Background: an optimization exercise with open tools, aiming at small area and a short achievable clock period. Do not read the settings as production practice. The RTL was checked by simulation tests, not by an equivalence proof against the original design.

==> design/flow/design.v <==
`timescale 1ns/10ps
module cs_fa(input a, input b, input c, output s, output co);
  assign s = a ^ b ^ c;
  assign co = (a & b) | (a & c) | (b & c);
endmodule
module cs_ha(input a, input b, output s, output co);
  assign s = a ^ b;
  assign co = a & b;
endmodule
module cs_hb(input a, input b, output s, output co);
  assign s = ~(a ^ b);
  assign co = a | b;
endmodule
module cs_xor(input a, input b, output y);
  assign y = a ^ b;
endmodule
module cs_xnor(input a, input b, output y);
  assign y = ~(a ^ b);
endmodule
module cs_maj(input a, input b, input c, output y);
  assign y = (a & b) | (a & c) | (b & c);
endmodule
module cs_and(input a, input b, output y);
  assign y = a & b;
endmodule
module cs_or(input a, input b, output y);
  assign y = a | b;
endmodule
module cs_inv(input a, output y);
  assign y = ~a;
endmodule
module cs_nand(input a, input b, output y);
  assign y = ~(a & b);
endmodule
module cs_orn(input a, input b, output y);
  assign y = a | ~b;
endmodule
module cs_o21a(input a, input b, input c, output y);
  assign y = (a | b) & c;
endmodule
module cs_nand3(input a, input b, input c, output y);
  assign y = ~(a & b & c);
endmodule
module cs_nor3(input a, input b, input c, output y);
  assign y = ~(a | b | c);
endmodule
module cs_or3(input a, input b, input c, output y);
  assign y = a | b | c;
endmodule
module cs_and9(input [8:0] a, output y, output ny);
  assign y = &a;
  assign ny = ~(&a);
endmodule
module cs_ao222i(input a0, input b0, input a1, input b1, input a2, input b2, output y);
  assign y = ~((a0 & b0) | (a1 & b1) | (a2 & b2));
endmodule
module cs_and3(input a, input b, input c, output y);
  assign y = a & b & c;
endmodule
module cs_o221a(input a1, input a2, input b1, input b2, input c, output y);
  assign y = (a1 | a2) & (b1 | b2) & c;
endmodule
module cs_mux(input s, input a, input b, output y);
  assign y = s ? b : a;
endmodule
module cs_ge(input [4:0] h, output g1, output g2);
  assign g1 = h[4] | (h[3] & (h[2] | h[1] | h[0]));
  assign g2 = h[4] & (h[3] | h[2] | h[1]);
endmodule
module cs_add8(input [7:0] a, input [7:0] b, output [7:0] s);
  assign s = a + b;
endmodule
module cs_add13(input [12:0] a, input [12:0] b, output [12:0] s);
  assign s = a + b;
endmodule
module CS(Y, X, reset, clk);
input clk, reset;
input [7:0] X;
output reg [9:0] Y;
reg [3:0] count;                  
reg [7:0] w0, w1, w2, w3, w4, w5, w6, w7, w8;    
reg [7:0] q;                      
reg [3:0] r;                      
reg nz;                           
always @(posedge clk) nz <= ~reset;
wire [7:0] qz = q & {8{nz}};
wire [3:0] rz = r & {4{nz}};
always @(posedge clk) begin
  q <= qn; r <= rn;
end
wire full = (count == 4'd9);
wire en = full & ~reset;
wire [7:0] qn;
wire [3:0] rn;
wire [9:0] Yd;
always @(posedge clk) begin
  w0 <= X; w1 <= w0; w2 <= w1; w3 <= w2; w4 <= w3;
  w5 <= w4; w6 <= w5; w7 <= w6; w8 <= w7;
end
always @(posedge clk) begin
  if (reset) count <= 4'd0;
  else if (!full) count <= count + 4'd1;
end
always @(posedge clk) Y <= Yd;
wire n1, n2, n3, n4, n5, n6, n7, n8, n9, n10, n11, n12, n13, n14, n15, n16, n17, n18, n19, n20, n21, n22, n23, n24, n25, n26, n27, n28, n29, n30, n31, n32, n33, n34, n35, n36, n37, n38, n39, n40, n41, n42, n43, n44, n45, n46, n47, n48, n49, n50, n51, n52, n53, n54, n55, n56, n57, n58, n59, n60, n61, n62, n63, n64, n65, n66, n67, n68, n69, n70, n71, n72, n73, n74, n75, n76, n77, n78, n79, n80, n81, n82, n83, n84, n85, n86, n87, n88, n89, n90, n91, n92, n93, n94, n95, n96, n97, n98, n99, n100, n101, n102, n103, n104, n105, n106, n107, n108, n109, n110, n111, n112, n113, n114, n115, n116, n117, n118, n119, n120, n121, n122, n123, n124, n125, n126, n127, n128, n129, n130, n131, n132, n133, n134, n135, n136, n137, n138, n139, n140, n141, n142, n143, n144, n145, n146, n147, n148, n149, n150, n151, n152, n153, n154, n155, n156, n157, n158, n159, n160, n161, n162, n163, n164, n165, n166, n167, n168, n169, n170, n171, n172, n173, n174, n175, n176, n177, n178, n179, n180, n181, n182, n183, n184, n185, n186, n187, n188, n189, n190, n191, n192, n193, n194, n195, n196, n197, n198, n199, n200, n201, n202, n203, n204, n205, n206, n207, n208, n209, n210, n211, n212, n213, n214, n215, n216, n217, n218, n219, n220, n221, n222, n223, n224, n225, n226, n227, n228, n229, n230, n231, n232, n233, n234, n235, n236, n237, n238, n239, n240, n241, n242, n243, n244, n245, n246, n247, n248, n249, n250, n251, n252, n253, n254, n255, n256, n257, n258, n259, n260, n261, n262, n263, n264, n265, n266, n267, n268, n269, n270, n271, n272, n273, n274, n275, n276, n277, n278, n279, n280, n281, n282, n283, n284, n285, n286, n287, n288, n289, n290, n291, n292, n293, n294, n295, n296, n297, n298, n299, n300, n301, n302, n303, n304, n305, n306, n307, n308, n309, n310, n311, n312, n313, n314, n315, n316, n317, n318, n319, n320, n321, n322, n323, n324, n325, n326, n327, n328, n329, n330, n331, n332, n333, n334, n335, n336, n337, n338, n339, n340, n341, n342, n343, n344, n345, n346, n347, n348, n349, n350, n351, n352, n353, n354, n355, n356, n357, n358, n359, n360, n361, n362, n363, n364, n365, n366, n367, n368, n369, n370, n371, n372, n373, n374, n375, n376, n377, n378, n379, n380, n381, n382, n383, n384, n385, n386, n387, n388, n389, n390, n391, n392, n393, n394, n395, n396, n397, n398, n399, n400, n401, n402, n403, n404, n405, n406, n407, n408, n409, n410, n411, n412, n413, n414, n415, n416, n417, n418, n419, n420, n421, n422, n423, n424, n425, n426, n427, n428, n429, n430, n431, n432, n433, n434, n435, n436, n437, n438, n439, n440, n441, n442, n443, n444, n445;
cs_and u0 (.a(w8[0]), .b(full), .y(n1));
cs_and u1 (.a(w8[1]), .b(full), .y(n2));
cs_and u2 (.a(w8[2]), .b(full), .y(n3));
cs_and u3 (.a(w8[3]), .b(full), .y(n4));
cs_and u4 (.a(w8[4]), .b(full), .y(n5));
cs_and u5 (.a(w8[5]), .b(full), .y(n6));
cs_and u6 (.a(w8[6]), .b(full), .y(n7));
cs_and u7 (.a(w8[7]), .b(full), .y(n8));
cs_inv u8 (.a(n1), .y(n9));
cs_inv u9 (.a(n2), .y(n10));
cs_inv u10 (.a(n3), .y(n11));
cs_inv u11 (.a(n7), .y(n12));
cs_inv u12 (.a(n8), .y(n13));
cs_inv u13 (.a(rz[0]), .y(n14));
cs_fa u14 (.a(n14), .b(n4), .c(n9), .s(n15), .co(n16));
cs_fa u15 (.a(rz[1]), .b(rz[0]), .c(n5), .s(n17), .co(n18));
cs_fa u16 (.a(n10), .b(n13), .c(n17), .s(n19), .co(n20));
cs_fa u17 (.a(rz[2]), .b(n6), .c(n11), .s(n21), .co(n22));
cs_fa u18 (.a(n18), .b(n21), .c(n20), .s(n23), .co(n24));
cs_fa u19 (.a(rz[3]), .b(n22), .c(n24), .s(n25), .co(n26));
cs_ha u20 (.a(n12), .b(n15), .s(n27), .co(n28));
cs_fa u21 (.a(n16), .b(n19), .c(n28), .s(n29), .co(n30));
cs_ha u22 (.a(n23), .b(n30), .s(n31), .co(n32));
cs_ha u23 (.a(n25), .b(n32), .s(n33), .co(n34));
cs_xor u24 (.a(n26), .b(n34), .y(n35));
cs_ge u25 (.h({n35, n33, n31, n29, n27}), .g1(n36), .g2(n37));
cs_fa u26 (.a(n27), .b(n36), .c(n37), .s(n38), .co(n39));
cs_fa u27 (.a(n29), .b(n36), .c(n37), .s(n40), .co(n41));
cs_fa u28 (.a(n31), .b(n36), .c(n37), .s(n42), .co(n43));
cs_ha u29 (.a(n39), .b(n40), .s(n44), .co(n45));
cs_fa u30 (.a(n41), .b(n42), .c(n45), .s(n46), .co(n47));
cs_fa u31 (.a(n33), .b(n43), .c(n47), .s(n48), .co(n49));
cs_inv u32 (.a(X[3]), .y(n50));
cs_inv u33 (.a(X[4]), .y(n51));
cs_inv u34 (.a(X[5]), .y(n52));
cs_fa u35 (.a(n38), .b(X[0]), .c(X[6]), .s(n53), .co(n54));
cs_fa u36 (.a(X[1]), .b(X[7]), .c(n51), .s(n55), .co(n56));
cs_fa u37 (.a(n44), .b(n54), .c(n55), .s(n57), .co(n58));
cs_fa u38 (.a(X[2]), .b(n52), .c(n56), .s(n59), .co(n60));
cs_fa u39 (.a(n46), .b(n58), .c(n59), .s(n61), .co(n62));
cs_fa u40 (.a(n60), .b(n48), .c(n62), .s(n63), .co(n64));
cs_ha u41 (.a(n50), .b(n53), .s(n65), .co(n66));
cs_ha u42 (.a(n57), .b(n66), .s(n67), .co(n68));
cs_ha u43 (.a(n61), .b(n68), .s(n69), .co(n70));
cs_ha u44 (.a(n63), .b(n70), .s(n71), .co(n72));
cs_xor u45 (.a(n64), .b(n72), .y(n73));
cs_ge u46 (.h({n73, n71, n69, n67, n65}), .g1(n74), .g2(n75));
cs_fa u47 (.a(n65), .b(n74), .c(n75), .s(n76), .co(n77));
cs_fa u48 (.a(n67), .b(n74), .c(n75), .s(n78), .co(n79));
cs_fa u49 (.a(n69), .b(n74), .c(n75), .s(n80), .co(n81));
cs_ha u50 (.a(n77), .b(n78), .s(n82), .co(n83));
cs_fa u51 (.a(n79), .b(n80), .c(n83), .s(n84), .co(n85));
cs_fa u52 (.a(n71), .b(n81), .c(n85), .s(n86), .co(n87));
cs_inv u53 (.a(n4), .y(n88));
cs_inv u54 (.a(n5), .y(n89));
cs_inv u55 (.a(n6), .y(n90));
cs_inv u56 (.a(qz[1]), .y(n91));
cs_inv u57 (.a(qz[5]), .y(n92));
cs_inv u58 (.a(qz[6]), .y(n93));
cs_inv u59 (.a(qz[7]), .y(n94));
cs_fa u60 (.a(qz[0]), .b(n88), .c(n12), .s(n95), .co(n96));
cs_ha u61 (.a(n36), .b(n37), .s(n97), .co(n98));
cs_fa u62 (.a(n91), .b(n89), .c(n12), .s(n99), .co(n100));
cs_ha u63 (.a(n13), .b(X[4]), .s(n101), .co(n102));
cs_fa u64 (.a(qz[2]), .b(qz[1]), .c(n90), .s(n103), .co(n104));
cs_fa u65 (.a(n12), .b(n13), .c(X[5]), .s(n105), .co(n106));
cs_fa u66 (.a(n95), .b(n97), .c(X[3]), .s(n107), .co(n108));
cs_fa u67 (.a(n99), .b(n96), .c(n98), .s(n109), .co(n110));
cs_ha u68 (.a(X[6]), .b(X[7]), .s(n111), .co(n112));
cs_fa u69 (.a(n103), .b(n100), .c(X[6]), .s(n113), .co(n114));
cs_fa u70 (.a(X[7]), .b(n102), .c(n105), .s(n115), .co(n116));
cs_fa u71 (.a(qz[3]), .b(n13), .c(n104), .s(n117), .co(n118));
cs_ha u72 (.a(X[7]), .b(n106), .s(n119), .co(n120));
cs_ha u73 (.a(X[6]), .b(n107), .s(n121), .co(n122));
cs_fa u74 (.a(n109), .b(n101), .c(n111), .s(n123), .co(n124));
cs_fa u75 (.a(n110), .b(n112), .c(n113), .s(n125), .co(n126));
cs_fa u76 (.a(n117), .b(n114), .c(n119), .s(n127), .co(n128));
cs_ha u77 (.a(qz[4]), .b(n118), .s(n129), .co(n130));
cs_ha u78 (.a(n121), .b(n74), .s(n131), .co(n132));
cs_fa u79 (.a(n108), .b(n123), .c(n122), .s(n133), .co(n134));
cs_fa u80 (.a(n124), .b(n115), .c(n125), .s(n135), .co(n136));
cs_fa u81 (.a(n116), .b(n126), .c(n127), .s(n137), .co(n138));
cs_fa u82 (.a(n129), .b(n120), .c(n128), .s(n139), .co(n140));
cs_ha u83 (.a(n92), .b(n130), .s(n141), .co(n142));
cs_ha u84 (.a(qz[5]), .b(n93), .s(n143), .co(n144));
cs_ha u85 (.a(qz[6]), .b(n94), .s(n145), .co(n146));
cs_add8 u86 (.a({n145, n143, n141, n139, n137, n135, n133, n75}), .b({n144, n142, n140, n138, n136, n134, n132, n131}), .s({n154, n153, n152, n151, n150, n149, n148, n147}));
cs_inv u87 (.a(q[0]), .y(n155));
cs_inv u88 (.a(q[1]), .y(n156));
cs_inv u89 (.a(q[2]), .y(n157));
cs_inv u90 (.a(q[3]), .y(n158));
cs_inv u91 (.a(q[4]), .y(n159));
cs_inv u92 (.a(q[5]), .y(n160));
cs_inv u93 (.a(q[6]), .y(n161));
cs_inv u94 (.a(q[7]), .y(n162));
cs_and u95 (.a(w0[0]), .b(n155), .y(n163));
cs_maj u96 (.a(w0[1]), .b(n156), .c(n163), .y(n164));
cs_maj u97 (.a(w0[2]), .b(n157), .c(n164), .y(n165));
cs_maj u98 (.a(w0[3]), .b(n158), .c(n165), .y(n166));
cs_maj u99 (.a(w0[4]), .b(n159), .c(n166), .y(n167));
cs_maj u100 (.a(w0[5]), .b(n160), .c(n167), .y(n168));
cs_maj u101 (.a(w0[6]), .b(n161), .c(n168), .y(n169));
cs_maj u102 (.a(w0[7]), .b(n162), .c(n169), .y(n170));
cs_and u103 (.a(w1[0]), .b(n155), .y(n171));
cs_maj u104 (.a(w1[1]), .b(n156), .c(n171), .y(n172));
cs_maj u105 (.a(w1[2]), .b(n157), .c(n172), .y(n173));
cs_maj u106 (.a(w1[3]), .b(n158), .c(n173), .y(n174));
cs_maj u107 (.a(w1[4]), .b(n159), .c(n174), .y(n175));
cs_maj u108 (.a(w1[5]), .b(n160), .c(n175), .y(n176));
cs_maj u109 (.a(w1[6]), .b(n161), .c(n176), .y(n177));
cs_maj u110 (.a(w1[7]), .b(n162), .c(n177), .y(n178));
cs_and u111 (.a(w2[0]), .b(n155), .y(n179));
cs_maj u112 (.a(w2[1]), .b(n156), .c(n179), .y(n180));
cs_maj u113 (.a(w2[2]), .b(n157), .c(n180), .y(n181));
cs_maj u114 (.a(w2[3]), .b(n158), .c(n181), .y(n182));
cs_maj u115 (.a(w2[4]), .b(n159), .c(n182), .y(n183));
cs_maj u116 (.a(w2[5]), .b(n160), .c(n183), .y(n184));
cs_maj u117 (.a(w2[6]), .b(n161), .c(n184), .y(n185));
cs_maj u118 (.a(w2[7]), .b(n162), .c(n185), .y(n186));
cs_and u119 (.a(w3[0]), .b(n155), .y(n187));
cs_maj u120 (.a(w3[1]), .b(n156), .c(n187), .y(n188));
cs_maj u121 (.a(w3[2]), .b(n157), .c(n188), .y(n189));
cs_maj u122 (.a(w3[3]), .b(n158), .c(n189), .y(n190));
cs_maj u123 (.a(w3[4]), .b(n159), .c(n190), .y(n191));
cs_maj u124 (.a(w3[5]), .b(n160), .c(n191), .y(n192));
cs_maj u125 (.a(w3[6]), .b(n161), .c(n192), .y(n193));
cs_maj u126 (.a(w3[7]), .b(n162), .c(n193), .y(n194));
cs_and u127 (.a(w4[0]), .b(n155), .y(n195));
cs_maj u128 (.a(w4[1]), .b(n156), .c(n195), .y(n196));
cs_maj u129 (.a(w4[2]), .b(n157), .c(n196), .y(n197));
cs_maj u130 (.a(w4[3]), .b(n158), .c(n197), .y(n198));
cs_maj u131 (.a(w4[4]), .b(n159), .c(n198), .y(n199));
cs_maj u132 (.a(w4[5]), .b(n160), .c(n199), .y(n200));
cs_maj u133 (.a(w4[6]), .b(n161), .c(n200), .y(n201));
cs_maj u134 (.a(w4[7]), .b(n162), .c(n201), .y(n202));
cs_and u135 (.a(w5[0]), .b(n155), .y(n203));
cs_maj u136 (.a(w5[1]), .b(n156), .c(n203), .y(n204));
cs_maj u137 (.a(w5[2]), .b(n157), .c(n204), .y(n205));
cs_maj u138 (.a(w5[3]), .b(n158), .c(n205), .y(n206));
cs_maj u139 (.a(w5[4]), .b(n159), .c(n206), .y(n207));
cs_maj u140 (.a(w5[5]), .b(n160), .c(n207), .y(n208));
cs_maj u141 (.a(w5[6]), .b(n161), .c(n208), .y(n209));
cs_maj u142 (.a(w5[7]), .b(n162), .c(n209), .y(n210));
cs_and u143 (.a(w6[0]), .b(n155), .y(n211));
cs_maj u144 (.a(w6[1]), .b(n156), .c(n211), .y(n212));
cs_maj u145 (.a(w6[2]), .b(n157), .c(n212), .y(n213));
cs_maj u146 (.a(w6[3]), .b(n158), .c(n213), .y(n214));
cs_maj u147 (.a(w6[4]), .b(n159), .c(n214), .y(n215));
cs_maj u148 (.a(w6[5]), .b(n160), .c(n215), .y(n216));
cs_maj u149 (.a(w6[6]), .b(n161), .c(n216), .y(n217));
cs_maj u150 (.a(w6[7]), .b(n162), .c(n217), .y(n218));
cs_and u151 (.a(w7[0]), .b(n155), .y(n219));
cs_maj u152 (.a(w7[1]), .b(n156), .c(n219), .y(n220));
cs_maj u153 (.a(w7[2]), .b(n157), .c(n220), .y(n221));
cs_maj u154 (.a(w7[3]), .b(n158), .c(n221), .y(n222));
cs_maj u155 (.a(w7[4]), .b(n159), .c(n222), .y(n223));
cs_maj u156 (.a(w7[5]), .b(n160), .c(n223), .y(n224));
cs_maj u157 (.a(w7[6]), .b(n161), .c(n224), .y(n225));
cs_maj u158 (.a(w7[7]), .b(n162), .c(n225), .y(n226));
cs_and u159 (.a(w8[0]), .b(n155), .y(n227));
cs_maj u160 (.a(w8[1]), .b(n156), .c(n227), .y(n228));
cs_maj u161 (.a(w8[2]), .b(n157), .c(n228), .y(n229));
cs_maj u162 (.a(w8[3]), .b(n158), .c(n229), .y(n230));
cs_maj u163 (.a(w8[4]), .b(n159), .c(n230), .y(n231));
cs_maj u164 (.a(w8[5]), .b(n160), .c(n231), .y(n232));
cs_maj u165 (.a(w8[6]), .b(n161), .c(n232), .y(n233));
cs_maj u166 (.a(w8[7]), .b(n162), .c(n233), .y(n234));
cs_inv u167 (.a(n170), .y(n235));
cs_inv u168 (.a(n178), .y(n236));
cs_inv u169 (.a(n186), .y(n237));
cs_inv u170 (.a(n194), .y(n238));
cs_inv u171 (.a(n202), .y(n239));
cs_inv u172 (.a(n210), .y(n240));
cs_inv u173 (.a(n218), .y(n241));
cs_inv u174 (.a(n226), .y(n242));
cs_inv u175 (.a(n234), .y(n243));
cs_ao222i u176 (.a0(n235), .b0(w0[7]), .a1(n236), .b1(w1[7]), .a2(n237), .b2(w2[7]), .y(n244));
cs_ao222i u177 (.a0(n238), .b0(w3[7]), .a1(n239), .b1(w4[7]), .a2(n240), .b2(w5[7]), .y(n245));
cs_ao222i u178 (.a0(n241), .b0(w6[7]), .a1(n242), .b1(w7[7]), .a2(n243), .b2(w8[7]), .y(n246));
cs_and3 u179 (.a(n244), .b(n245), .c(n246), .y(n247));
cs_nand3 u180 (.a(n244), .b(n245), .c(n246), .y(n248));
cs_and u181 (.a(w0[7]), .b(w0[6]), .y(n249));
cs_and u182 (.a(w1[7]), .b(w1[6]), .y(n250));
cs_and u183 (.a(w2[7]), .b(w2[6]), .y(n251));
cs_and u184 (.a(w3[7]), .b(w3[6]), .y(n252));
cs_and u185 (.a(w4[7]), .b(w4[6]), .y(n253));
cs_and u186 (.a(w5[7]), .b(w5[6]), .y(n254));
cs_and u187 (.a(w6[7]), .b(w6[6]), .y(n255));
cs_and u188 (.a(w7[7]), .b(w7[6]), .y(n256));
cs_and u189 (.a(w8[7]), .b(w8[6]), .y(n257));
cs_ao222i u190 (.a0(n235), .b0(n249), .a1(n236), .b1(n250), .a2(n237), .b2(n251), .y(n258));
cs_ao222i u191 (.a0(n238), .b0(n252), .a1(n239), .b1(n253), .a2(n240), .b2(n254), .y(n259));
cs_ao222i u192 (.a0(n241), .b0(n255), .a1(n242), .b1(n256), .a2(n243), .b2(n257), .y(n260));
cs_and3 u193 (.a(n258), .b(n259), .c(n260), .y(n261));
cs_nand3 u194 (.a(n258), .b(n259), .c(n260), .y(n262));
cs_ao222i u195 (.a0(n235), .b0(w0[6]), .a1(n236), .b1(w1[6]), .a2(n237), .b2(w2[6]), .y(n263));
cs_ao222i u196 (.a0(n238), .b0(w3[6]), .a1(n239), .b1(w4[6]), .a2(n240), .b2(w5[6]), .y(n264));
cs_ao222i u197 (.a0(n241), .b0(w6[6]), .a1(n242), .b1(w7[6]), .a2(n243), .b2(w8[6]), .y(n265));
cs_and3 u198 (.a(n263), .b(n264), .c(n265), .y(n266));
cs_nand3 u199 (.a(n263), .b(n264), .c(n265), .y(n267));
cs_o21a u200 (.a(n248), .b(n266), .c(n261), .y(n268));
cs_inv u201 (.a(n268), .y(n269));
cs_o221a u202 (.a1(w0[7]), .a2(n247), .b1(w0[6]), .b2(n268), .c(n235), .y(n270));
cs_o221a u203 (.a1(w1[7]), .a2(n247), .b1(w1[6]), .b2(n268), .c(n236), .y(n271));
cs_o221a u204 (.a1(w2[7]), .a2(n247), .b1(w2[6]), .b2(n268), .c(n237), .y(n272));
cs_o221a u205 (.a1(w3[7]), .a2(n247), .b1(w3[6]), .b2(n268), .c(n238), .y(n273));
cs_o221a u206 (.a1(w4[7]), .a2(n247), .b1(w4[6]), .b2(n268), .c(n239), .y(n274));
cs_o221a u207 (.a1(w5[7]), .a2(n247), .b1(w5[6]), .b2(n268), .c(n240), .y(n275));
cs_o221a u208 (.a1(w6[7]), .a2(n247), .b1(w6[6]), .b2(n268), .c(n241), .y(n276));
cs_o221a u209 (.a1(w7[7]), .a2(n247), .b1(w7[6]), .b2(n268), .c(n242), .y(n277));
cs_o221a u210 (.a1(w8[7]), .a2(n247), .b1(w8[6]), .b2(n268), .c(n243), .y(n278));
cs_ao222i u211 (.a0(n270), .b0(w0[5]), .a1(n271), .b1(w1[5]), .a2(n272), .b2(w2[5]), .y(n279));
cs_ao222i u212 (.a0(n273), .b0(w3[5]), .a1(n274), .b1(w4[5]), .a2(n275), .b2(w5[5]), .y(n280));
cs_ao222i u213 (.a0(n276), .b0(w6[5]), .a1(n277), .b1(w7[5]), .a2(n278), .b2(w8[5]), .y(n281));
cs_and3 u214 (.a(n279), .b(n280), .c(n281), .y(n282));
cs_nand3 u215 (.a(n279), .b(n280), .c(n281), .y(n283));
cs_and u216 (.a(w0[5]), .b(w0[4]), .y(n284));
cs_and u217 (.a(w1[5]), .b(w1[4]), .y(n285));
cs_and u218 (.a(w2[5]), .b(w2[4]), .y(n286));
cs_and u219 (.a(w3[5]), .b(w3[4]), .y(n287));
cs_and u220 (.a(w4[5]), .b(w4[4]), .y(n288));
cs_and u221 (.a(w5[5]), .b(w5[4]), .y(n289));
cs_and u222 (.a(w6[5]), .b(w6[4]), .y(n290));
cs_and u223 (.a(w7[5]), .b(w7[4]), .y(n291));
cs_and u224 (.a(w8[5]), .b(w8[4]), .y(n292));
cs_ao222i u225 (.a0(n270), .b0(n284), .a1(n271), .b1(n285), .a2(n272), .b2(n286), .y(n293));
cs_ao222i u226 (.a0(n273), .b0(n287), .a1(n274), .b1(n288), .a2(n275), .b2(n289), .y(n294));
cs_ao222i u227 (.a0(n276), .b0(n290), .a1(n277), .b1(n291), .a2(n278), .b2(n292), .y(n295));
cs_and3 u228 (.a(n293), .b(n294), .c(n295), .y(n296));
cs_nand3 u229 (.a(n293), .b(n294), .c(n295), .y(n297));
cs_ao222i u230 (.a0(n270), .b0(w0[4]), .a1(n271), .b1(w1[4]), .a2(n272), .b2(w2[4]), .y(n298));
cs_ao222i u231 (.a0(n273), .b0(w3[4]), .a1(n274), .b1(w4[4]), .a2(n275), .b2(w5[4]), .y(n299));
cs_ao222i u232 (.a0(n276), .b0(w6[4]), .a1(n277), .b1(w7[4]), .a2(n278), .b2(w8[4]), .y(n300));
cs_and3 u233 (.a(n298), .b(n299), .c(n300), .y(n301));
cs_nand3 u234 (.a(n298), .b(n299), .c(n300), .y(n302));
cs_o21a u235 (.a(n283), .b(n301), .c(n296), .y(n303));
cs_inv u236 (.a(n303), .y(n304));
cs_o221a u237 (.a1(w0[5]), .a2(n282), .b1(w0[4]), .b2(n303), .c(n270), .y(n305));
cs_o221a u238 (.a1(w1[5]), .a2(n282), .b1(w1[4]), .b2(n303), .c(n271), .y(n306));
cs_o221a u239 (.a1(w2[5]), .a2(n282), .b1(w2[4]), .b2(n303), .c(n272), .y(n307));
cs_o221a u240 (.a1(w3[5]), .a2(n282), .b1(w3[4]), .b2(n303), .c(n273), .y(n308));
cs_o221a u241 (.a1(w4[5]), .a2(n282), .b1(w4[4]), .b2(n303), .c(n274), .y(n309));
cs_o221a u242 (.a1(w5[5]), .a2(n282), .b1(w5[4]), .b2(n303), .c(n275), .y(n310));
cs_o221a u243 (.a1(w6[5]), .a2(n282), .b1(w6[4]), .b2(n303), .c(n276), .y(n311));
cs_o221a u244 (.a1(w7[5]), .a2(n282), .b1(w7[4]), .b2(n303), .c(n277), .y(n312));
cs_o221a u245 (.a1(w8[5]), .a2(n282), .b1(w8[4]), .b2(n303), .c(n278), .y(n313));
cs_ao222i u246 (.a0(n305), .b0(w0[3]), .a1(n306), .b1(w1[3]), .a2(n307), .b2(w2[3]), .y(n314));
cs_ao222i u247 (.a0(n308), .b0(w3[3]), .a1(n309), .b1(w4[3]), .a2(n310), .b2(w5[3]), .y(n315));
cs_ao222i u248 (.a0(n311), .b0(w6[3]), .a1(n312), .b1(w7[3]), .a2(n313), .b2(w8[3]), .y(n316));
cs_and3 u249 (.a(n314), .b(n315), .c(n316), .y(n317));
cs_nand3 u250 (.a(n314), .b(n315), .c(n316), .y(n318));
cs_and u251 (.a(w0[3]), .b(w0[2]), .y(n319));
cs_and u252 (.a(w1[3]), .b(w1[2]), .y(n320));
cs_and u253 (.a(w2[3]), .b(w2[2]), .y(n321));
cs_and u254 (.a(w3[3]), .b(w3[2]), .y(n322));
cs_and u255 (.a(w4[3]), .b(w4[2]), .y(n323));
cs_and u256 (.a(w5[3]), .b(w5[2]), .y(n324));
cs_and u257 (.a(w6[3]), .b(w6[2]), .y(n325));
cs_and u258 (.a(w7[3]), .b(w7[2]), .y(n326));
cs_and u259 (.a(w8[3]), .b(w8[2]), .y(n327));
cs_ao222i u260 (.a0(n305), .b0(n319), .a1(n306), .b1(n320), .a2(n307), .b2(n321), .y(n328));
cs_ao222i u261 (.a0(n308), .b0(n322), .a1(n309), .b1(n323), .a2(n310), .b2(n324), .y(n329));
cs_ao222i u262 (.a0(n311), .b0(n325), .a1(n312), .b1(n326), .a2(n313), .b2(n327), .y(n330));
cs_and3 u263 (.a(n328), .b(n329), .c(n330), .y(n331));
cs_nand3 u264 (.a(n328), .b(n329), .c(n330), .y(n332));
cs_ao222i u265 (.a0(n305), .b0(w0[2]), .a1(n306), .b1(w1[2]), .a2(n307), .b2(w2[2]), .y(n333));
cs_ao222i u266 (.a0(n308), .b0(w3[2]), .a1(n309), .b1(w4[2]), .a2(n310), .b2(w5[2]), .y(n334));
cs_ao222i u267 (.a0(n311), .b0(w6[2]), .a1(n312), .b1(w7[2]), .a2(n313), .b2(w8[2]), .y(n335));
cs_and3 u268 (.a(n333), .b(n334), .c(n335), .y(n336));
cs_nand3 u269 (.a(n333), .b(n334), .c(n335), .y(n337));
cs_o21a u270 (.a(n318), .b(n336), .c(n331), .y(n338));
cs_inv u271 (.a(n338), .y(n339));
cs_o221a u272 (.a1(w0[3]), .a2(n317), .b1(w0[2]), .b2(n338), .c(n305), .y(n340));
cs_o221a u273 (.a1(w1[3]), .a2(n317), .b1(w1[2]), .b2(n338), .c(n306), .y(n341));
cs_o221a u274 (.a1(w2[3]), .a2(n317), .b1(w2[2]), .b2(n338), .c(n307), .y(n342));
cs_o221a u275 (.a1(w3[3]), .a2(n317), .b1(w3[2]), .b2(n338), .c(n308), .y(n343));
cs_o221a u276 (.a1(w4[3]), .a2(n317), .b1(w4[2]), .b2(n338), .c(n309), .y(n344));
cs_o221a u277 (.a1(w5[3]), .a2(n317), .b1(w5[2]), .b2(n338), .c(n310), .y(n345));
cs_o221a u278 (.a1(w6[3]), .a2(n317), .b1(w6[2]), .b2(n338), .c(n311), .y(n346));
cs_o221a u279 (.a1(w7[3]), .a2(n317), .b1(w7[2]), .b2(n338), .c(n312), .y(n347));
cs_o221a u280 (.a1(w8[3]), .a2(n317), .b1(w8[2]), .b2(n338), .c(n313), .y(n348));
cs_ao222i u281 (.a0(n340), .b0(w0[1]), .a1(n341), .b1(w1[1]), .a2(n342), .b2(w2[1]), .y(n349));
cs_ao222i u282 (.a0(n343), .b0(w3[1]), .a1(n344), .b1(w4[1]), .a2(n345), .b2(w5[1]), .y(n350));
cs_ao222i u283 (.a0(n346), .b0(w6[1]), .a1(n347), .b1(w7[1]), .a2(n348), .b2(w8[1]), .y(n351));
cs_and3 u284 (.a(n349), .b(n350), .c(n351), .y(n352));
cs_nand3 u285 (.a(n349), .b(n350), .c(n351), .y(n353));
cs_and u286 (.a(w0[1]), .b(w0[0]), .y(n354));
cs_and u287 (.a(w1[1]), .b(w1[0]), .y(n355));
cs_and u288 (.a(w2[1]), .b(w2[0]), .y(n356));
cs_and u289 (.a(w3[1]), .b(w3[0]), .y(n357));
cs_and u290 (.a(w4[1]), .b(w4[0]), .y(n358));
cs_and u291 (.a(w5[1]), .b(w5[0]), .y(n359));
cs_and u292 (.a(w6[1]), .b(w6[0]), .y(n360));
cs_and u293 (.a(w7[1]), .b(w7[0]), .y(n361));
cs_and u294 (.a(w8[1]), .b(w8[0]), .y(n362));
cs_ao222i u295 (.a0(n340), .b0(n354), .a1(n341), .b1(n355), .a2(n342), .b2(n356), .y(n363));
cs_ao222i u296 (.a0(n343), .b0(n357), .a1(n344), .b1(n358), .a2(n345), .b2(n359), .y(n364));
cs_ao222i u297 (.a0(n346), .b0(n360), .a1(n347), .b1(n361), .a2(n348), .b2(n362), .y(n365));
cs_and3 u298 (.a(n363), .b(n364), .c(n365), .y(n366));
cs_nand3 u299 (.a(n363), .b(n364), .c(n365), .y(n367));
cs_ao222i u300 (.a0(n340), .b0(w0[0]), .a1(n341), .b1(w1[0]), .a2(n342), .b2(w2[0]), .y(n368));
cs_ao222i u301 (.a0(n343), .b0(w3[0]), .a1(n344), .b1(w4[0]), .a2(n345), .b2(w5[0]), .y(n369));
cs_ao222i u302 (.a0(n346), .b0(w6[0]), .a1(n347), .b1(w7[0]), .a2(n348), .b2(w8[0]), .y(n370));
cs_and3 u303 (.a(n368), .b(n369), .c(n370), .y(n371));
cs_nand3 u304 (.a(n368), .b(n369), .c(n370), .y(n372));
cs_o21a u305 (.a(n353), .b(n371), .c(n366), .y(n373));
cs_inv u306 (.a(n373), .y(n374));
cs_fa u307 (.a(q[0]), .b(q[3]), .c(r[3]), .s(n375), .co(n376));
cs_fa u308 (.a(q[1]), .b(q[4]), .c(n376), .s(n377), .co(n378));
cs_fa u309 (.a(q[2]), .b(q[5]), .c(n378), .s(n379), .co(n380));
cs_fa u310 (.a(q[3]), .b(q[6]), .c(n380), .s(n381), .co(n382));
cs_fa u311 (.a(q[4]), .b(q[7]), .c(n382), .s(n383), .co(n384));
cs_ha u312 (.a(q[0]), .b(r[0]), .s(n385), .co(n386));
cs_fa u313 (.a(q[1]), .b(r[1]), .c(n386), .s(n387), .co(n388));
cs_fa u314 (.a(q[2]), .b(r[2]), .c(n388), .s(n389), .co(n390));
cs_ha u315 (.a(n375), .b(n390), .s(n391), .co(n392));
cs_ha u316 (.a(n377), .b(n392), .s(n393), .co(n394));
cs_ha u317 (.a(n379), .b(n394), .s(n395), .co(n396));
cs_ha u318 (.a(n381), .b(n396), .s(n397), .co(n398));
cs_ha u319 (.a(n383), .b(n398), .s(n399), .co(n400));
cs_fa u320 (.a(q[5]), .b(n384), .c(n400), .s(n401), .co(n402));
cs_ha u321 (.a(q[6]), .b(n402), .s(n403), .co(n404));
cs_ha u322 (.a(q[7]), .b(n404), .s(n405), .co(n406));
cs_ha u323 (.a(n391), .b(n318), .s(n407), .co(n408));
cs_fa u324 (.a(n393), .b(n304), .c(n353), .s(n409), .co(n410));
cs_fa u325 (.a(n395), .b(n283), .c(n339), .s(n411), .co(n412));
cs_fa u326 (.a(n397), .b(n269), .c(n318), .s(n413), .co(n414));
cs_fa u327 (.a(n399), .b(n248), .c(n304), .s(n415), .co(n416));
cs_ha u328 (.a(n401), .b(n283), .s(n417), .co(n418));
cs_ha u329 (.a(n403), .b(n269), .s(n419), .co(n420));
cs_ha u330 (.a(n248), .b(n405), .s(n421), .co(n422));
cs_add13 u331 (.a({1'b0, n406, n421, n419, n417, n415, n413, n411, n409, n374, n389, n387, n385}), .b({1'b0, n422, n420, n418, n416, n414, n412, n410, n408, n407, n339, n353, n374}), .s({n435, n434, n433, n432, n431, n430, n429, n428, n427, n426, n425, n424, n423}));
cs_and u332 (.a(n426), .b(en), .y(n436));
cs_and u333 (.a(n427), .b(en), .y(n437));
cs_and u334 (.a(n428), .b(en), .y(n438));
cs_and u335 (.a(n429), .b(en), .y(n439));
cs_and u336 (.a(n430), .b(en), .y(n440));
cs_and u337 (.a(n431), .b(en), .y(n441));
cs_and u338 (.a(n432), .b(en), .y(n442));
cs_and u339 (.a(n433), .b(en), .y(n443));
cs_and u340 (.a(n434), .b(en), .y(n444));
cs_and u341 (.a(n435), .b(en), .y(n445));
assign qn[0] = n147;
assign qn[1] = n148;
assign qn[2] = n149;
assign qn[3] = n150;
assign qn[4] = n151;
assign qn[5] = n152;
assign qn[6] = n153;
assign qn[7] = n154;
assign rn[0] = n76;
assign rn[1] = n82;
assign rn[2] = n84;
assign rn[3] = n86;
assign Yd[0] = n436;
assign Yd[1] = n437;
assign Yd[2] = n438;
assign Yd[3] = n439;
assign Yd[4] = n440;
assign Yd[5] = n441;
assign Yd[6] = n442;
assign Yd[7] = n443;
assign Yd[8] = n444;
assign Yd[9] = n445;
endmodule
==> design/flow/flow/run.sh <==
#!/bin/bash
# The standard layout (standard.sh), with two changes to how it is made:
#  - ORFS's timing repair aims at a setup slack of 13.5 ns at the design's clock
#    period (SETUP_SLACK_MARGIN), so repair_timing sizes and buffers critical paths;
#  - every input and output port still gets a buffer, of cell sky130_fd_sc_hd__buf_2.
set -e
export SETUP_SLACK_MARGIN=13.5
export BUFFER_PORTS_ARGS="-buffer_cell sky130_fd_sc_hd__buf_2"
bash standard.sh > standard.log 2>&1
==> design/flow/standard.sh <==
#!/bin/bash
# synth_recipe.tcl (not shown) runs the flow's synth.tcl, then flattens the netlist and writes it again
# the make line also repeats each setting of config.mk as NAME=value (left out here)
make -C /OpenROAD-flow-scripts/flow DESIGN_CONFIG=/design/flow/config.mk WORK_HOME=/design/flow/orfs CLKGATE_MAP_FILE= SYNTH_SCRIPT=/design/flow/synth_recipe.tcl "${@:-finish}"
==> design/flow/config.mk <==
export PLATFORM = sky130hd
export DESIGN_NAME = CS
export DESIGN_NICKNAME = CS
export VERILOG_FILES = /design/flow/design.v
export SDC_FILE = /design/flow/constraint.sdc
export NUM_CORES = 4
export LEC_CHECK = 0
export CAP_MARGIN = 20
export CORE_MARGIN = 2
export CORE_UTILIZATION = 40
export CTS_BUF_LIST = sky130_fd_sc_hd__clkbuf_8
export SLEW_MARGIN = 20
export SYNTH_HIERARCHICAL = 1
export SYNTH_MINIMUM_KEEP_SIZE = 0
==> design/flow/constraint.sdc <==
create_clock -name core_clock -period 23.0 [get_ports {clk}]
set_input_delay 4.6000 -clock core_clock [delete_from_list [all_inputs] [get_ports {clk}]]
set_output_delay 4.6000 -clock core_clock [all_outputs]
set_load 0.01 [all_outputs]
==> results of run 1 <==
==> metrics by stage <==
stage / util (%) / cell area, sq um / std cells
final: 45.4 / 7260 / 838
after global placement: 43.4 / 6940 / 815
after floorplan: - / 6580 / 581
after global routing: 45.4 / 7260 / 838
after CTS: 45.0 / 7200 / 833
after detailed placement: 43.4 / 6940 / 815
==> layer usage <==
metal  track usage (%)  share of wire [%]  vias to the layer above
met4              4.60                1.3                        0
li1                  -                  -                     2236
met1              23.9                 46                     2380
met3              4.15                5.6                       14
met5                 0                  0                        -
met2              28.8                 48                      148
==> state kept, by name, summed over array words and instances, names as in the netlist <==
name / cells
Y: 10
q: 8
w0: 8
w1: 8
w2: 8
w3: 8
w4: 8
w5: 8
w6: 8
w7: 8
w8: 8
count: 4
r: 4
nz: 1
==> worst paths after layout <==
path | start | endpoint
worst min register to register | w2[0]$_DFF_P_ | w3[0]$_DFF_P_
worst min-delay path | w2[0]$_DFF_P_ | w3[0]$_DFF_P_
worst max-delay path | q[0]$_DFF_P_ | Y[9]$_DFF_P_
worst max register to register | q[0]$_DFF_P_ | Y[9]$_DFF_P_
==> cell type report <==
| class | instances | share of cell area [%] |
|---|---|---|
| clock buffers | 9 | 1.71 |
| clock inverters | 7 | 1.48 |
| inverters | 46 | 2.43 |
| multi-input cells | 435 | 61.3 |
| flip-flops and latches | 99 | 27.3 |
| well taps | 216 | 3.72 |
| repair buffers | 26 | 2.03 |
==> what timing repair did <==
action                                 4_1_cts  5_1_grt
pin swaps                                    3        4
endpoints found under the hold margin        0        0
gates cloned                                 0        0
setup buffers                                2        5
setup endpoints to repair                    7        7
resized for setup                            3       10
==> worst max-delay path: cells and delay by family, from the launching register on <==
kind | cells | cell delay, ns
flops | 1 | 0.39
xor+xnor | 1 | 0.13
fa+ha+maj | 9 | 2.59
compound gates | 14 | 3.91
buf+inv | 4 | 0.59
simple gates | 7 | 1.46
==> reports/metrics.yaml, run 1 <==
run_status:
  outcome: "finished clean"
floorplan:
  start_util_pct: 41.1
  die_h_microns: 132
  top_level_ports: 20
  core_sq_mm: 0.0160
  die_area_sq_mm: 0.0175
  rows: 46
  die_w_microns: 132
drt:
  drtIter0Drc: 487
  num_vias: 4778
  drt_pass1_iterations: 6
  vias_per_cell: 5.70
  totalWireLength_microns: 14700
  ant_nets: 0
  avgRoutedWirePerCell_microns: 17.5
  drc_errors: 0
worst_setup_path:
  required_ns: 23.34
  max_stage_delay_ns: 0.50
  arrival_ns: 9.50
  r2r_slack_ns: 13.84
  path_class: "register to register"
  cp-end-kind: "register"
  path_common_cell: "maj3_2"
  worst-path-max-fanout: 10
  critPathSlowestCell: "a222oi_1"
  critPathLaunchType: "register"
  reg2reg_depth: 35
layout:
  mostFrequentLayoutCell: "dfxtp_1"
  most-common-layout-cells: "dfxtp_1 (97), and2_1 (75), maj3_2 (63), fa_1 (53), ha_1 (51)"
  nets: 732
  register_area_sq_mm: 0.00198
  area_growth_pct: 10.4
  multiInputGateArea_sq_mm: 0.00445
  n_fill_cell: 1559
  diodes: 0
  final_layout_size_suffix_gt1_share_pct: 20.3
logic_synthesis:
  postSynthCellCount: 580
  avgSynthCellArea_sq_um: 11.3
  synth_warnings: 7
  synthesis.area_sq_mm: 0.00658
clocking:
  cts.sinks: 99
  holdBufCountCts: 0
  clockBufferDepth: 2
  clk_root_buffer_cell: "clkbuf_8"
  worstSkewPairLatency_ns: 0.40
  clkTransAtPathRegs_ns: 0.11
  tritoncts: "yes"
  cts_buffers: 9
  cts_max_level: 3
placement:
  place_ws_ns: 13.10
  gp_congestion: 0.849
  port_buffers: 19
  place_hpwl_microns: 11700
grt:
  track_usage_pct: 17.7
  antenna_found_initial: 0
  grt_pass1_wl_microns: 24800
  grt_overflow: 0
  grt_max_degree: 19
  grt_pass1_vias: 4934
min_path:
  hold-path-cell-count: 0
  hold_path_class: "register to register"
sta:
  fin_crit_ns: 9.16
  max_freq_mhz: 109
  finalWorstSetupSlack_ns: 13.84
  fin_skew_ns: 0.0168
  finalHoldViolCount: 0
  hold_ws_ns: 0.383
  grt_setup_unrepaired: "no"
  slew_viol_final: 0
  setup-violations-final: 0
  fin_crit_sh_pct: 39.8
  setup_tns_ns: 0
flow_run:
  maxCapViolCount: 0
==> run 2, diff against run 1 <==
--- a/design/flow/config.mk
+++ b/design/flow/config.mk
@@ -10,4 +10,5 @@
 export CORE_UTILIZATION = 40
 export CTS_BUF_LIST = sky130_fd_sc_hd__clkbuf_8
+export GPL_TIMING_DRIVEN = 1
 export SLEW_MARGIN = 20
 export SYNTH_HIERARCHICAL = 1
==> reports/metrics.yaml, run 2 <==
clocking:
  clockBufferDepth: 2
  worstSkewPairLatency_ns: 0.40
  cts_buffers: 9
  clkTransAtPathRegs_ns: 0.11
  cts.sinks: 99
  tritoncts: "yes"
  holdBufCountCts: 0
  clk_root_buffer_cell: "clkbuf_8"
  cts_max_level: 3
worst_setup_path:
  critPathSlowestCell: "a222oi_1"
  reg2reg_depth: 35
  path_class: "register to register"
  critPathLaunchType: "register"
  r2r-start: "q[0]$_DFF_P_"
  cp-end-kind: "register"
  r2r_slack_ns: 13.84
  max_stage_delay_ns: 0.50
  cp-startpoint: "q[0]$_DFF_P_"
  path_common_cell: "maj3_2"
  worstReg2RegEnd: "Y[9]$_DFF_P_"
  required_ns: 23.34
  worst-path-max-fanout: 10
  arrival_ns: 9.50
sta:
  slew_viol_final: 0
  setup-violations-final: 0
  finalHoldViolCount: 0
  setup_tns_ns: 0
  max_freq_mhz: 109
  hold_ws_ns: 0.383
  fin_crit_sh_pct: 39.8
  fin_crit_ns: 9.16
  fin_skew_ns: 0.0168
  grt_setup_unrepaired: "no"
placement:
  port_buffers: 19
  gp_congestion: 0.849
  dpl-instance-area_sq_mm: 0.00694
  dp_cells: 815
  place_hpwl_microns: 11700
logic_synthesis:
  synth_warnings: 7
  postSynthCellCount: 580
  synthesis.area_sq_mm: 0.00658
  avgSynthCellArea_sq_um: 11.3
grt:
  grt_pass1_wl_microns: 24800
  antenna_found_initial: 0
  grt_max_degree: 19
  grt_overflow: 0
  grt_pass1_vias: 4934
  track_usage_pct: 17.7
layout:
  largest_reg_flops: 10
  n_fill_cell: 1559
  diodes: 0
  area_growth_pct: 10.4
  stdcell_count: 838
  most-common-layout-cells: "dfxtp_1 (97), and2_1 (75), maj3_2 (63), fa_1 (53), ha_1 (51)"
  fin_area_sq_mm: 0.00726
  final_layout_size_suffix_gt1_share_pct: 20.3
  nets: 732
  regMostFlops: "Y"
  mostFrequentLayoutCell: "dfxtp_1"
min_path:
  hold_path_class: "register to register"
  hold-path-cell-count: 0
  min_to: "w3[0]$_DFF_P_"
  hp-start: "w2[0]$_DFF_P_"
flow_run:
  maxCapViolCount: 0
run_status:
  outcome: "finished clean"
drt:
  drc_errors: 0
  vias_per_cell: 5.70
  drtIter0Drc: 487
  totalWireLength_microns: 14700
  ant_nets: 0
  drt_pass1_iterations: 6
  avgRoutedWirePerCell_microns: 17.5
  num_vias: 4778
floorplan:
  top_level_ports: 20
  start_util_pct: 41.1
  rows: 46
  die_w_microns: 132
  core_sq_mm: 0.0160
  die_h_microns: 132
  die_area_sq_mm: 0.0175
run 2: what timing repair did:
| action | CTS | global route |
|---|---|---|
| resized for setup | 3 | 10 |
| gates cloned | 0 | 0 |
| pin swaps | 3 | 4 |
| setup endpoints to repair | 7 | 7 |
| setup buffers | 2 | 5 |
run 2: worst max path at each step:
| stage | end | cells after the start |
|---|---|---|
| floorplan | r[3]$_DFF_P_ | 12 |
| global placement | Y[8]$_DFF_P_ | 32 |
| detailed placement | Y[8]$_DFF_P_ | 32 |
| CTS | Y[8]$_DFF_P_ | 32 |
| global route | Y[8]$_DFF_P_ | 32 |
| finish | Y[9]$_DFF_P_ | 35 |
run 2: area by class of cell:
type / count / area (sq um) / area share, %
clock buffer: 9 / 124 / 1.71
sequential: 99 / 1980 / 27.3
timing repair buffer: 26 / 148 / 2.03
inverter: 46 / 176 / 2.43
tap: 216 / 270 / 3.72
multi-input combinational: 435 / 4450 / 61.3
clock inverter: 7 / 108 / 1.48
run 2: metal layers:
layer / wire length, microns / track usage, % / vias up / share of wire [%]
li1: - / - / 2236 / -
met1: 6690 / 23.9 / 2380 / 46
met2: 6970 / 28.8 / 148 / 48
met3: 828 / 4.15 / 14 / 5.6
met4: 186 / 4.60 / 0 / 1.3
met5: 0 / 0 / - / 0
run 2: critical path: cells and delay by family (launching register included):
kind | cells | cell delay, ns
buffers and inverters | 4 | 0.59
AOI/OAI and AO/OA | 14 | 3.91
and+or+nand+nor | 7 | 1.46
adders and majority gates | 9 | 2.59
DFF | 1 | 0.39
xor gates and xnor gates | 1 | 0.13
run 2: stage by stage:
step / setup WS [ns] / util, %
2_1_floorplan: 14.27 / -
3_3_place_gp: 13.24 / 43.4
3_5_place_dp: 13.10 / 43.4
4_1_cts: 13.54 / 45.0
5_1_grt: 13.49 / 45.4
6_report: 13.84 / 45.4
==> run 3, diff against run 2 <==
--- a/design/flow/config.mk
+++ b/design/flow/config.mk
@@ -8,7 +8,6 @@
 export CAP_MARGIN = 20
 export CORE_MARGIN = 2
-export CORE_UTILIZATION = 40
+export CORE_UTILIZATION = 55
 export CTS_BUF_LIST = sky130_fd_sc_hd__clkbuf_8
-export GPL_TIMING_DRIVEN = 1
 export SLEW_MARGIN = 20
 export SYNTH_HIERARCHICAL = 1
==> reports/metrics.yaml, run 3 <==
grt:
  grt_pass1_wl_microns: 24600
  use_met1_pct: 31.0
  grt_pass1_vias: 4767
  grt_max_degree: 19
  grt_overflow: 0
  grt_use_met3_pct: 5.57
  met2_usage_pct: 41.6
  antenna_found_initial: 0
  grt-busiest-layer: "met2"
  track_usage_pct: 24.7
floorplan:
  die_area_sq_mm: 0.0128
  die_h_microns: 113
  rows: 39
  die_w_microns: 113
  top_level_ports: 20
  start_util_pct: 56.9
  core_sq_mm: 0.0116
sta:
  slew_headroom_pct: 66.7
  hold_ws_ns: 0.367
  setup-violations-final: 0
  fin_crit_sh_pct: 39.4
  fin_crit_ns: 9.07
  setup_tns_ns: 0
  worst_slew_pin_slew_ns: 0.497
  max_freq_mhz: 110
  fin_skew_ns: 0.0126
  finalWorstSetupSlack_ns: 13.93
  slew_viol_final: 0
  finalHoldViolCount: 0
  grt_setup_unrepaired: "no"
clocking:
  clkTransAtPathRegs_ns: 0.10
  tritoncts: "yes"
  worstSkewPairLatency_ns: 0.39
  cts.sinks: 99
  cts_max_level: 3
  cts_buffers: 9
  clockBufferDepth: 2
  clk_root_buffer_cell: "clkbuf_8"
layout:
  postLayoutCoreUtil_pct: 61.7
  mostFrequentLayoutCell: "dfxtp_1"
  final_layout_size_suffix_gt1_share_pct: 20.5
  fin_area_sq_mm: 0.00713
  area_growth_pct: 8.43
  most-common-layout-cells: "dfxtp_1 (97), and2_1 (75), maj3_2 (63), fa_1 (53), ha_1 (51)"
  diodes: 0
  largest_reg_flops: 10
  regMostFlops: "Y"
  nets: 731
worst_setup_path:
  critPathLaunchType: "register"
  critPathSlowestCell: "fa_1"
  crit_cells: 31
  critPathBufInv: 2
  max_stage_delay_ns: 0.53
  cp-end-kind: "register"
  path_common_cell: "maj3_2"
  path_class: "register to register"
  worstReg2RegEnd: "Y[8]$_DFF_P_"
  worst-path-max-fanout: 10
  r2r_slack_ns: 13.93
  reg2reg_depth: 31
  crit_path_end: "Y[8]$_DFF_P_"
  arrival_ns: 9.36
  r2r-start: "q[1]$_DFF_P_"
  cp-startpoint: "q[1]$_DFF_P_"
  required_ns: 23.29
  crit_family: "compound AO/OA/AOI/OAI gates"
placement:
  port_buffers: 19
  dpl-instance-area_sq_mm: 0.00685
  place_ws_ns: 13.12
  gp_congestion: 0.866
  place_hpwl_microns: 11600
logic_synthesis:
  synthesis.area_sq_mm: 0.00658
  avgSynthCellArea_sq_um: 11.3
  synth_warnings: 7
  postSynthCellCount: 580
drt:
  vias_per_cell: 6.10
  drc_errors: 0
  num_vias: 4659
  totalWireLength_microns: 14800
  drt_pass1_iterations: 7
  drtIter0Drc: 354
  avgRoutedWirePerCell_microns: 19.4
  ant_nets: 0
flow_run:
  maxCapViolCount: 0
run_status:
  outcome: "finished clean"
min_path:
  hold_path_class: "register to register"
run 3: final cells by class:
cell class                 instances  area, sq um
fill                             984         4430
inverter                          46          176
timing repair buffer              24          133
clock inverter                     7         61.3
multi-input combinational        435         4460
tap                              143          179
clock buffer                       9          124
sequential                        99         1990
timing repair inverter             1         7.51
run 3: worst min path at each step:
| stage | end | slack (ns) | startpoint | cells past startpoint |
|---|---|---|---|---|
| final | w3[0]$_DFF_P_ | 0.37 | w2[0]$_DFF_P_ | 0 |
| after CTS | w3[0]$_DFF_P_ | 0.37 | w2[0]$_DFF_P_ | 0 |
| after global routing | w3[0]$_DFF_P_ | 0.38 | w2[0]$_DFF_P_ | 0 |
| after detailed placement | w5[0]$_DFF_P_ | 0.37 | w4[0]$_DFF_P_ | 0 |
| after global placement | w5[0]$_DFF_P_ | 0.37 | w4[0]$_DFF_P_ | 0 |
| after floorplan | w2[0]$_DFF_P_ | 0.35 | w1[0]$_DFF_P_ | 0 |
run 3: per-layer routing:
metal	vias up	part of all wire (%)
met3	23	3.5
met2	95	50
met1	2309	44
li1	2232	-
met5	-	0
met4	0	2.6
run 3: metrics by stage:
stage	instances
6_report	764
5_1_grt	764
4_1_cts	759
3_5_place_dp	742
3_3_place_gp	742
2_1_floorplan	581
run 3: timing repair:
item                                    4_1_cts  5_1_grt
cloned                                        0        1
pin swaps                                     4        9
hold buffers                                  0        0
gates resized for setup                       6       11
endpoints found under the setup margin        6        7
setup buffers                                 1        4
==> run 4, diff against run 3 <==
--- a/design/flow/config.mk
+++ b/design/flow/config.mk
@@ -8,5 +8,5 @@
 export CAP_MARGIN = 20
 export CORE_MARGIN = 2
-export CORE_UTILIZATION = 55
+export CORE_UTILIZATION = 50
 export CTS_BUF_LIST = sky130_fd_sc_hd__clkbuf_8
 export SLEW_MARGIN = 20
==> reports/metrics.yaml, run 4 <==
layout:
  final_layout_size_suffix_gt1_share_pct: 20.0
  mostFrequentLayoutCell: "dfxtp_1"
  largest_reg_flops: 10
  n_fill_cell: 1154
  diodes: 0
  most-common-layout-cells: "dfxtp_1 (97), and2_1 (75), maj3_2 (63), fa_1 (53), ha_1 (52)"
  regMostFlops: "Y"
  area_growth_pct: 8.66
  nets: 730
sta:
  hold_ws_ns: 0.382
  setup-violations-final: 0
  fin_crit_sh_pct: 39.6
  slew_viol_final: 0
  finalHoldViolCount: 0
  fin_skew_ns: 0.00969
  fin_crit_ns: 9.10
  setup_tns_ns: 0
  max_freq_mhz: 110
  grt_setup_unrepaired: "no"
drt:
  drc_errors: 0
  num_vias: 4687
  drtIter0Drc: 555
  vias_per_cell: 5.92
  totalWireLength_microns: 14600
  ant_nets: 0
  avgRoutedWirePerCell_microns: 18.5
  drt_pass1_iterations: 7
worst_setup_path:
  critPathBufInv: 3
  crit_cells: 32
  max_stage_delay_ns: 0.51
  critPathLaunchType: "register"
  required_ns: 23.30
  worst-path-max-fanout: 10
  reg2reg_depth: 32
  arrival_ns: 9.41
  path_class: "register to register"
  r2r_slack_ns: 13.90
  path_common_cell: "maj3_2"
  crit_family: "compound AO/OA/AOI/OAI gates"
  critPathSlowestCell: "a222oi_1"
  cp-end-kind: "register"
run_status:
  outcome: "finished clean"
grt:
  grt_pass1_wl_microns: 24100
  grt_max_degree: 20
  antenna_found_initial: 0
  track_usage_pct: 21.9
  grt_overflow: 0
  grt_pass1_vias: 4660
placement:
  place_hpwl_microns: 11700
  gp_congestion: 0.833
  port_buffers: 19
logic_synthesis:
  postSynthCellCount: 580
  avgSynthCellArea_sq_um: 11.3
  synth_warnings: 7
  synthesis.area_sq_mm: 0.00658
floorplan:
  die_h_microns: 119
  start_util_pct: 51.7
  die_w_microns: 119
  top_level_ports: 20
  core_sq_mm: 0.0127
  rows: 41
  die_area_sq_mm: 0.0141
clocking:
  clkTransAtPathRegs_ns: 0.10
  holdBufCountCts: 0
  clockBufferDepth: 2
  cts.sinks: 99
  cts_max_level: 3
  cts_buffers: 9
  worstSkewPairLatency_ns: 0.40
  tritoncts: "yes"
  clk_root_buffer_cell: "clkbuf_8"
flow_run:
  maxCapViolCount: 0
min_path:
  hold-path-cell-count: 0
  hold_path_class: "register to register"
-- run 4: layer usage --
| layer | global-route usage, % | part of all wire, % |
|---|---|---|
| met5 | 0 | 0 |
| met4 | 7.96 | 2.0 |
| met3 | 4.44 | 4.2 |
| met2 | 37.2 | 50 |
| met1 | 27.5 | 44 |
-- run 4: worst paths after layout --
check / from / to
min reg2reg: w1[0]$_DFF_P_ / w2[0]$_DFF_P_
max reg2reg: q[1]$_DFF_P_ / Y[9]$_DFF_P_
max: q[1]$_DFF_P_ / Y[9]$_DFF_P_
min: w1[0]$_DFF_P_ / w2[0]$_DFF_P_
-- run 4: cell type report --
| cell class | instances | area (sq um) | area share [%] |
|---|---|---|---|
| timing repair buffer | 24 | 133 | 1.86 |
| clock buffer | 9 | 124 | 1.73 |
| clock inverter | 7 | 70.1 | 0.981 |
| tap | 172 | 215 | 3.01 |
| multi-input combinational | 435 | 4440 | 62.2 |
| inverter | 46 | 176 | 2.47 |
| sequential | 99 | 1980 | 27.8 |
-- run 4: repair_timing --
item                                    4_1_cts  5_1_grt
pin swaps                                     4        5
endpoints found under the setup margin        6        7
resized for setup                             3        9
setup buffers                                 2        3
-- run 4: through the flow --
step | utilization (%) | cell area (sq um) | setup slack, ns | std cells
global placement | 54.1 | 6890 | 13.34 | 771
detailed placement | 54.1 | 6890 | 13.19 | 771
global route | 56.2 | 7150 | 13.47 | 792
floorplan | - | 6580 | 14.27 | 581
CTS | 55.8 | 7100 | 13.58 | 789
finish | 56.2 | 7150 | 13.90 | 792
==> run 5, diff against run 4 <==
==> design/flow/flow/run.sh (replaced) <==
#!/bin/bash
# The standard layout (standard.sh), with two changes to how it is made:
#  - ORFS's timing repair aims at a setup slack of 14 ns at the design's clock
#    period (SETUP_SLACK_MARGIN), so repair_timing sizes and buffers critical paths;
#  - every input and output port still gets a buffer, of cell sky130_fd_sc_hd__buf_2.
set -e
export SETUP_SLACK_MARGIN=14
export BUFFER_PORTS_ARGS="-buffer_cell sky130_fd_sc_hd__buf_2"
bash standard.sh > standard.log 2>&1
==> reports/metrics.yaml, run 5 <==
clocking:
  holdBufCountCts: 0
  clkTransAtPathRegs_ns: 0.10
  cts.sinks: 99
  clk_root_buffer_cell: "clkbuf_8"
  cts_buffers: 9
  tritoncts: "yes"
  cts_max_level: 3
  clockBufferDepth: 2
  worstSkewPairLatency_ns: 0.40
worst_setup_path:
  critPathLaunchType: "register"
  crit_family: "compound AO/OA/AOI/OAI gates"
  required_ns: 23.30
  max_stage_delay_ns: 0.62
  cp-end-kind: "register"
  r2r-start: "q[1]$_DFF_P_"
  cp-startpoint: "q[1]$_DFF_P_"
  critPathSlowestCell: "fa_1"
  worst-path-max-fanout: 7
  arrival_ns: 9.11
  path_class: "register to register"
  critPathBufInv: 3
  path_common_cell: "maj3_2"
placement:
  gp_congestion: 0.833
  dp_cells: 771
  place_hpwl_microns: 11700
  port_buffers: 19
drt:
  avgRoutedWirePerCell_microns: 19.1
  ant_nets: 0
  drt_pass1_iterations: 6
  totalWireLength_microns: 15500
  drc_errors: 0
  num_vias: 4825
  drtIter0Drc: 551
  vias_per_cell: 5.95
floorplan:
  start_util_pct: 51.7
  die_h_microns: 119
  die_w_microns: 119
  top_level_ports: 20
  die_area_sq_mm: 0.0141
  core_sq_mm: 0.0127
  rows: 41
logic_synthesis:
  synthesis.area_sq_mm: 0.00658
  postSynthCellCount: 580
  avgSynthCellArea_sq_um: 11.3
  synth_warnings: 7
sta:
  setup-violations-final: 0
  slew_viol_final: 0
  fin_skew_ns: 0.0102
  setup_tns_ns: 0
  grt_setup_unrepaired: "yes"
  fin_crit_sh_pct: 38.3
  fin_crit_ns: 8.81
  max_freq_mhz: 113
  finalHoldViolCount: 0
layout:
  stdcell_count: 811
  nets: 749
  most-common-layout-cells: "dfxtp_1 (97), and2_1 (75), maj3_2 (63), fa_1 (53), ha_1 (49)"
  area_growth_pct: 14.3
  mostFrequentLayoutCell: "dfxtp_1"
  diodes: 0
  regMostFlops: "Y"
  largest_reg_flops: 10
  final_layout_size_suffix_gt1_share_pct: 27.1
grt:
  grt_pass1_vias: 4667
  grt_max_degree: 20
  antenna_found_initial: 0
  grt_pass1_wl_microns: 24300
  grt_overflow: 0
  track_usage_pct: 22.1
flow_run:
  maxCapViolCount: 0
min_path:
  hp-start: "w1[0]$_DFF_P_"
  hold_path_class: "register to register"
run_status:
  outcome: "finished clean"
==> run 5: cell type report <==
cell class | count | area, sq um
Tap cell | 172 | 215
Clock inverter | 7 | 70.1
Multi-Input combinational cell | 437 | 4670
Timing Repair Buffer | 40 | 260
Timing Repair inverter | 1 | 7.51
Fill cell | 1135 | 5200
Inverter | 46 | 181
Sequential cell | 99 | 1990
Clock buffer | 9 | 124
==> run 5: path summary, 6_finish.rpt <==
check,end,slack [ns],cells after the start
worst max-delay path,Y[7]$_DFF_P_,14.19,32
worst min-delay path,w2[0]$_DFF_P_,0.38,0
worst max register to register,Y[7]$_DFF_P_,14.19,32
worst min register to register,w2[0]$_DFF_P_,0.38,0
==> run 5: through the flow <==
| step | setup slack (ns) | hold slack, ns | area [sq um] | util, % |
|---|---|---|---|---|
| floorplan | 14.27 | 0.354 | 6580 | - |
| global placement | 13.34 | 0.370 | 6890 | 54.1 |
| detailed placement | 13.19 | 0.373 | 6890 | 54.1 |
| CTS | 14.02 | 0.386 | 7130 | 56.1 |
| global route | 13.81 | 0.395 | 7520 | 59.1 |
| finish | 14.19 | 0.383 | 7520 | 59.1 |
==> run 5: layer usage <==
layer	vias up	track usage (%)	share of wire, %
met2	123	37.4	51
met5	-	0	0
li1	2279	-	-
met1	2402	28.0	43
met3	21	4.44	4.0
met4	0	7.89	1.7
==> run 5: timing repair <==
item	CTS	global route
endpoints found under the setup margin	8	9
pin swaps	8	47
setup buffers	4	17
gates resized for setup	10	51
gates cloned	1	2

[static timing again, ports no longer ideal]
The flow's constraints put no driver on any port. The routed layouts listed below were extracted and timed again, unchanged, in two steps. Step 1 sets driving cells, clkbuf_16 on the clock port and buf_2 on the other inputs (assumed; they add their load-dependent delay and slew). Step 2, shift: input delay + t, output delay - t, t = (earliest + latest rising clock arrival at the registers) / 2. This alone moves slack from input paths to output paths. a / b / c = ideal ports / drivers / drivers and shift; a / b = the first two.
| run | t (ns) | slack for setup (ns) | worst hold slack (ns) | worst register clock-pin slew, ns | pins driven straight from the clock port |
|---|---|---|---|---|---|
| run 1 | 0.428 | 13.840 / 13.840 / 13.840 | 0.383 / 0.383 / 0.383 | 0.11 / 0.11 | 1 |
| run 2 | 0.428 | 13.840 / 13.840 / 13.840 | 0.383 / 0.383 / 0.383 | 0.11 / 0.11 | 1 |
| run 3 | 0.420 | 13.933 / 13.933 / 13.871 | 0.367 / 0.367 / 0.367 | 0.10 / 0.10 | 1 |
| run 4 | 0.435 | 13.896 / 13.896 / 13.839 | 0.382 / 0.382 / 0.382 | 0.11 / 0.11 | 1 |
| run 5 | 0.436 | 14.188 / 14.188 / 13.927 | 0.383 / 0.383 / 0.383 | 0.11 / 0.11 | 1 |
After both steps every run listed still meets setup and hold. The setup slack of run 5, which loses most, moves by 0.000 ns with the drivers and by -0.261 ns with both steps.
